Background: an optimization exercise with open tools, aiming at small area and a short achievable clock period. Do not read the settings as production practice.
Where RTL was checked, it was by simulation tests only, not by an equivalence proof against the original.
The clock port is modelled as an ideal driver, which makes a skipped or thinned clock tree look cheaper than it is; a real chip needs a root buffer or a tree.
No activity file was given, so power comes from the tool's default toggle rates.

==> v29: inputs <==
## MBF
module MBF(clk, reset, x_valid, x_in, y_valid, z_valid, y, z);
export LEC_CHECK = 0
export CAP_MARGIN = 20
export CORE_MARGIN = 2
export CORE_UTILIZATION = 65
export SLEW_MARGIN = 20
export SYNTH_HIERARCHICAL = 1
create_clock -name core_clock -period 12.0 [get_ports {clk}]
standard.sh (not shown) runs the stock make flow with config.mk's settings and CLKGATE_MAP_FILE= SYNTH_SCRIPT=/design/flow/synth_recipe.tcl, a recipe that flattens the netlist after the stock synthesis.
==> flow/flow/run.sh <==
#!/bin/bash
set -e
here=$(cd "$(dirname "$0")" && pwd)
export BUFFER_PORTS_ARGS="-buffer_cell sky130_fd_sc_hd__buf_2"
export POST_SYNTH_TCL="$here/post_synth.tcl"
export CTS_ARGS="-sink_clustering_enable -repair_clock_nets -dont_use_dummy_load -sink_clustering_size 28 -sink_clustering_max_diameter 100 -sink_clustering_buffer sky130_fd_sc_hd__clkbuf_16"
export POST_CTS_TCL="$here/post_cts.tcl"
bash standard.sh > standard.log 2>&1
==> flow/flow/post_cts.tcl <==
set block [ord::get_db_block]
foreach inst [$block getInsts] {
  if {[$inst getName] ne "clkbuf_0_clk"} { continue }
  set in_net [[$inst findITerm A] getNet]
  set out_net [[$inst findITerm X] getNet]
  set loads {}
  foreach it [$out_net getITerms] {
    if {[$it getInst] ne $inst} { lappend loads $it }
  }
  if {[llength $loads] > 4} {
    puts "post_cts: root buffer drives [llength $loads] loads, kept"
    break
  }
  foreach it $loads {
    $it disconnect
    $it connect $in_net
  }
  [$inst findITerm A] disconnect
  [$inst findITerm X] disconnect
  odb::dbInst_destroy $inst
  odb::dbNet_destroy $out_net
  puts "post_cts: removed root buffer, clock port drives [llength $loads] buffers"
}
estimate_parasitics -placement
report_clock_min_period
==> flow/flow/post_synth.tcl <==
# The delay line's polarity-flipping next-state cells come out of ABC at drive
# strength 2; they drive one flip-flop each and are far from critical.
foreach inst [get_cells *] {
  set m [get_property $inst ref_name]
  if {$m eq "sky130_fd_sc_hd__o2bb2ai_2"} {
    replace_cell $inst sky130_fd_sc_hd__o2bb2ai_1
  } elseif {$m eq "sky130_fd_sc_hd__a2bb2oi_2"} {
    replace_cell $inst sky130_fd_sc_hd__a2bb2oi_1
  }
}
==> inputs of v7, as changes to v29 <==
--- a/flow/design.v
+++ b/flow/design.v
@@ -4,24 +4,24 @@
 input          reset;
 input          x_valid;
 input   [7:0]  x_in;
 output         y_valid;
 output         z_valid;
 output  [7:0]  y;
 output  [7:0]  z;
 reg  [7:0] x0;           
-reg        sh, nsh;      
-reg        hd, nhd;      
+reg        sh;           
+reg        hd;           
+wire       nsh = ~sh;
+wire       nhd = ~hd;
 always @(posedge clk) begin
     x0  <= x_in ^ 8'h7f;
     sh  <= x_valid & ~reset;
-    nsh <= ~(x_valid & ~reset);
     hd  <= ~x_valid & ~reset;
-    nhd <= ~(~x_valid & ~reset);
 end
 reg  [7:0] d0;
 wire [7:0] d0_n;
 reg  [7:0] d1;
 wire [7:0] d1_n;
 reg  [7:0] d2;
 wire [7:0] d2_n;
 reg  [7:0] d3;
==> flow/flow/run.sh (replaced) <==
#!/bin/bash
set -e
here=$(cd "$(dirname "$0")" && pwd)
export BUFFER_PORTS_ARGS="-buffer_cell sky130_fd_sc_hd__buf_2"
export POST_SYNTH_TCL="$here/post_synth.tcl"
export CTS_ARGS="-sink_clustering_enable -repair_clock_nets -dont_use_dummy_load -sink_clustering_size 32 -sink_clustering_max_diameter 100 -sink_clustering_buffer sky130_fd_sc_hd__clkbuf_16"
export POST_CTS_TCL="$here/post_cts.tcl"
bash standard.sh > standard.log 2>&1
==> flow/config.mk (replaced) <==
export PLATFORM = sky130hd
export DESIGN_NAME = MBF
export DESIGN_NICKNAME = MBF
export VERILOG_FILES = /design/flow/design.v
export SDC_FILE = /design/flow/constraint.sdc
export NUM_CORES = 4
export LEC_CHECK = 0
export CAP_MARGIN = 20
export CORE_MARGIN = 2
export CORE_UTILIZATION = 72
export SLEW_MARGIN = 20
export SYNTH_HIERARCHICAL = 1
==> notes.md <==
- The flow ran to the end and the layout has no timing, DRC or antenna violations.
- The launch instance of the worst min-delay path is d14[0].
- On the worst path, the slowest cell contributes a delay of 0.34 ns.
- Summing all non-filler instances in the final layout gives an area of between 10000 and 15000 um2.
- The internal power is 1.48 mW.
- The power share of the clock group is between 15 and 20%.
- In this run, placement finished with an instance count of 976.
- Summing all multi-input logic gate instances after layout gives 6340 um2.
- The number of cells in the finished layout apart from fillers is 986.
- The met3 wire length is about 1.5 mm.
- At the end of the flow, the number of nets in the layout was 1026.
- The core area is 15900 um2.
- Final hold analysis gives a worst-case slack of between 0.3 and 0.4 ns.
- The number of flip-flops and latches is 210.
The numbers above come from v29.

==> notes.md <==
- The sequential group share of total power is 36.2%.
- The internal power is 1.45 mW.
- The net count reported at finish is a little over 1000.
- The multi-input combinational cells in the finished layout cover a total of 6330 um2.
- The highest routed metal layer is met4.
- During placement, the flow inserted port buffers numbering 28.
- The growth of design area from synthesis to finish is 6.28%.
- Once layout is complete, the cells apart from fillers number 951.
- The total area inside the core boundary comes to 14500 um2.
- The commonest non-fill, non-tap cell in the layout is dfxtp_1.
- The power in the clock group is 331 uW.
- The die span in y is about 130 um.
- The met3 wire length is 947 um.
- In this run, placement finished with an instance count of 942.
- The design has 208 sequential cells.
- On the worst path, the slowest cell contributes a delay of approximately 0.35 ns.
- The clock network is responsible for 14.3% of the overall power.
- The die span in x is 125 um.
- The flow ran to the end and the layout has no timing, DRC or antenna violations.
The numbers above come from v7.

Function not checked in v7: the RTL went through the layout flow alone.

* * *

==> trial 71: inputs <==
MBF, a different RTL version from the one above (not shown whole).
==> flow/config.mk <==
export PLATFORM = sky130hd
export DESIGN_NAME = MBF
export DESIGN_NICKNAME = MBF
export VERILOG_FILES = /design/flow/design.v
export SDC_FILE = /design/flow/constraint.sdc
export NUM_CORES = 4
export LEC_CHECK = 0
export CAP_MARGIN = 20
export CORE_MARGIN = 2
export CORE_UTILIZATION = 65
export SLEW_MARGIN = 20
export SYNTH_HIERARCHICAL = 1
==> flow/constraint.sdc <==
create_clock -name core_clock -period 12.0 [get_ports {clk}]
set_input_delay 2.4000 -clock core_clock [delete_from_list [all_inputs] [get_ports {clk}]]
set_output_delay 2.4000 -clock core_clock [all_outputs]
set_load 0.01 [all_outputs]
==> flow/flow/run.sh <==
#!/bin/bash
set -e
here=$(cd "$(dirname "$0")" && pwd)
export BUFFER_PORTS_ARGS="-buffer_cell sky130_fd_sc_hd__buf_2"
export POST_SYNTH_TCL="$here/post_synth.tcl"
export CTS_ARGS="-sink_clustering_enable -repair_clock_nets -dont_use_dummy_load -sink_clustering_size 32 -sink_clustering_max_diameter 100 -sink_clustering_buffer sky130_fd_sc_hd__clkbuf_16"
export POST_CTS_TCL="$here/post_cts.tcl"
bash standard.sh > standard.log 2>&1
==> flow/flow/post_cts.tcl <==
set block [ord::get_db_block]
foreach inst [$block getInsts] {
  if {[$inst getName] ne "clkbuf_0_clk"} { continue }
  set in_net [[$inst findITerm A] getNet]
  set out_net [[$inst findITerm X] getNet]
  set loads {}
  foreach it [$out_net getITerms] {
    if {[$it getInst] ne $inst} { lappend loads $it }
  }
  if {[llength $loads] > 4} {
    puts "post_cts: root buffer drives [llength $loads] loads, kept"
    break
  }
  foreach it $loads {
    $it disconnect
    $it connect $in_net
  }
  [$inst findITerm A] disconnect
  [$inst findITerm X] disconnect
  odb::dbInst_destroy $inst
  odb::dbNet_destroy $out_net
  puts "post_cts: removed root buffer, clock port drives [llength $loads] buffers"
}
estimate_parasitics -placement
report_clock_min_period

# Output-side drive: the flip-flops that drive output ports get drive
# strength 2 and the output port buffers buf_4.
foreach inst [$block getInsts] {
  set name [$inst getName]
  set m [[$inst getMaster] getName]
  if {$m eq "sky130_fd_sc_hd__dfxtp_1" && [regexp {^(y_r|z_r|v3)} $name]} {
    $inst swapMaster [[ord::get_db] findMaster sky130_fd_sc_hd__dfxtp_2]
  }
  if {$m eq "sky130_fd_sc_hd__buf_2" && [regexp {^output} $name]} {
    $inst swapMaster [[ord::get_db] findMaster sky130_fd_sc_hd__buf_4]
  }
}
detailed_placement
estimate_parasitics -placement
Scripts as last shown in full above: flow/flow/post_synth.tcl
==> inputs of trial 90, as changes to trial 71 <==
--- a/flow/flow/post_cts.tcl
+++ b/flow/flow/post_cts.tcl
@@ -24,17 +24,2 @@
 estimate_parasitics -placement
 report_clock_min_period
-
-# Output-side drive: the flip-flops that drive output ports get drive
-# strength 2 and the output port buffers buf_4.
-foreach inst [$block getInsts] {
-  set name [$inst getName]
-  set m [[$inst getMaster] getName]
-  if {$m eq "sky130_fd_sc_hd__dfxtp_1" && [regexp {^(y_r|z_r|v3)} $name]} {
-    $inst swapMaster [[ord::get_db] findMaster sky130_fd_sc_hd__dfxtp_2]
-  }
-  if {$m eq "sky130_fd_sc_hd__buf_2" && [regexp {^output} $name]} {
-    $inst swapMaster [[ord::get_db] findMaster sky130_fd_sc_hd__buf_4]
-  }
-}
-detailed_placement
-estimate_parasitics -placement
- CORE_UTILIZATION: 65 -> 75
==> inputs of trial 53, as changes to trial 71 <==
--- a/flow/flow/run.sh
+++ b/flow/flow/run.sh
@@ -5,4 +5,3 @@
 export POST_SYNTH_TCL="$here/post_synth.tcl"
 export CTS_ARGS="-sink_clustering_enable -repair_clock_nets -dont_use_dummy_load -sink_clustering_size 32 -sink_clustering_max_diameter 100 -sink_clustering_buffer sky130_fd_sc_hd__clkbuf_16"
-export POST_CTS_TCL="$here/post_cts.tcl"
 bash standard.sh > standard.log 2>&1
removed: flow/flow/post_cts.tcl
==> inputs of build 24, as changes to trial 71 <==
--- a/flow/flow/post_cts.tcl
+++ b/flow/flow/post_cts.tcl
@@ -24,17 +24,2 @@
 estimate_parasitics -placement
 report_clock_min_period
-
-# Output-side drive: the flip-flops that drive output ports get drive
-# strength 2 and the output port buffers buf_4.
-foreach inst [$block getInsts] {
-  set name [$inst getName]
-  set m [[$inst getMaster] getName]
-  if {$m eq "sky130_fd_sc_hd__dfxtp_1" && [regexp {^(y_r|z_r|v3)} $name]} {
-    $inst swapMaster [[ord::get_db] findMaster sky130_fd_sc_hd__dfxtp_2]
-  }
-  if {$m eq "sky130_fd_sc_hd__buf_2" && [regexp {^output} $name]} {
-    $inst swapMaster [[ord::get_db] findMaster sky130_fd_sc_hd__buf_4]
-  }
-}
-detailed_placement
-estimate_parasitics -placement
==> qor summary <==
Via count: trial 71 5,890; build 24 5,902; trial 90 5,973; trial 53 5,893
Met3 wire length: trial 71 826 um; build 24 981 um; trial 90 1160 um; trial 53 962 um
Clock network power: trial 71 0.000355 W; build 24 0.000357 W; trial 90 0.000357 W; trial 53 0.000379 W
Buffer and inverter count on the worst path: trial 71 1; build 24 1; trial 90 0; trial 53 1
Total routing resource utilization after global routing: trial 71 0.247; build 24 0.247; trial 90 0.292; trial 53 0.248
Worst EP arrival: trial 71 0.80 ns; build 24 0.80 ns; trial 90 3.43 ns; trial 53 0.93 ns
Die height: trial 71 132 um; build 24 132 um; trial 90 123 um; trial 53 132 um
Synthesis-to-finish area growth: trial 71 7.01%; build 24 6.39%; trial 90 5.93%; trial 53 6.63%
Status: trial 71 no timing/DRC/antenna violations; build 24 no timing/DRC/antenna violations; trial 90 no timing/DRC/antenna violations; trial 53 no timing/DRC/antenna violations
Part of the total power dissipated in the clock network: trial 71 0.170; build 24 0.173; trial 90 0.172; trial 53 0.181
Layout Cell Area excl Fill: trial 71 0.0114 mm^2; build 24 0.0114 mm^2; trial 90 0.0113 mm^2; trial 53 0.0114 mm^2
Met1 Resource Use GR: trial 71 0.379; build 24 0.379; trial 90 0.439; trial 53 0.379
Share of final layout cell area taken by non-clock buffers: trial 71 0.0182; build 24 0.0143; trial 90 0.0137; trial 53 0.0143

what the ideal ports hide:
No port has a modelled driver above. Below, the same layouts with a new extraction and two added sets of constraints.
Step 1: set_driving_cell puts a clkbuf_16 on clk and a buf_2 on each other input, an assumption about the parent block.
Step 2 adds t to the input delays and takes it off the output delays; t is the mean of the earliest and latest rising clock arrival at the registers after step 1. Input paths then give back, and output paths get back, about the clock's delay inside the block.
a / b / c = no drivers / after step 1 / after step 2; a / b = the first two.
| run | t, ns | setup slack, ns | hold WS [ns] | latest minus earliest clock arrival (ns) | worst slew at a driven data input, ns |
|---|---|---|---|---|---|
| v29 | 0.382 | 8.806 / 8.747 / 8.989 | 0.355 / 0.355 / 0.355 | 0.030 / 0.030 | 0.03 |
| v7 | 0.383 | 8.800 / 8.743 / 8.983 | 0.362 / 0.362 / 0.362 | 0.033 / 0.034 | 0.03 |
| trial 71 | 0.379 | 8.802 / 8.743 / 8.813 | 0.356 / 0.356 / 0.356 | 0.051 / 0.051 | 0.03 |
| trial 90 | 0.372 | 8.801 / 8.771 / 8.801 | 0.374 / 0.374 / 0.374 | 0.060 / 0.060 | 0.03 |
| trial 53 | 0.500 | 8.671 / 8.627 / 8.819 | 0.356 / 0.356 / 0.356 | 0.061 / 0.060 | 0.03 |
| build 24 | 0.380 | 8.805 / 8.746 / 8.819 | 0.354 / 0.354 / 0.354 | 0.053 / 0.053 | 0.03 |
After both steps every run listed still meets setup and hold.
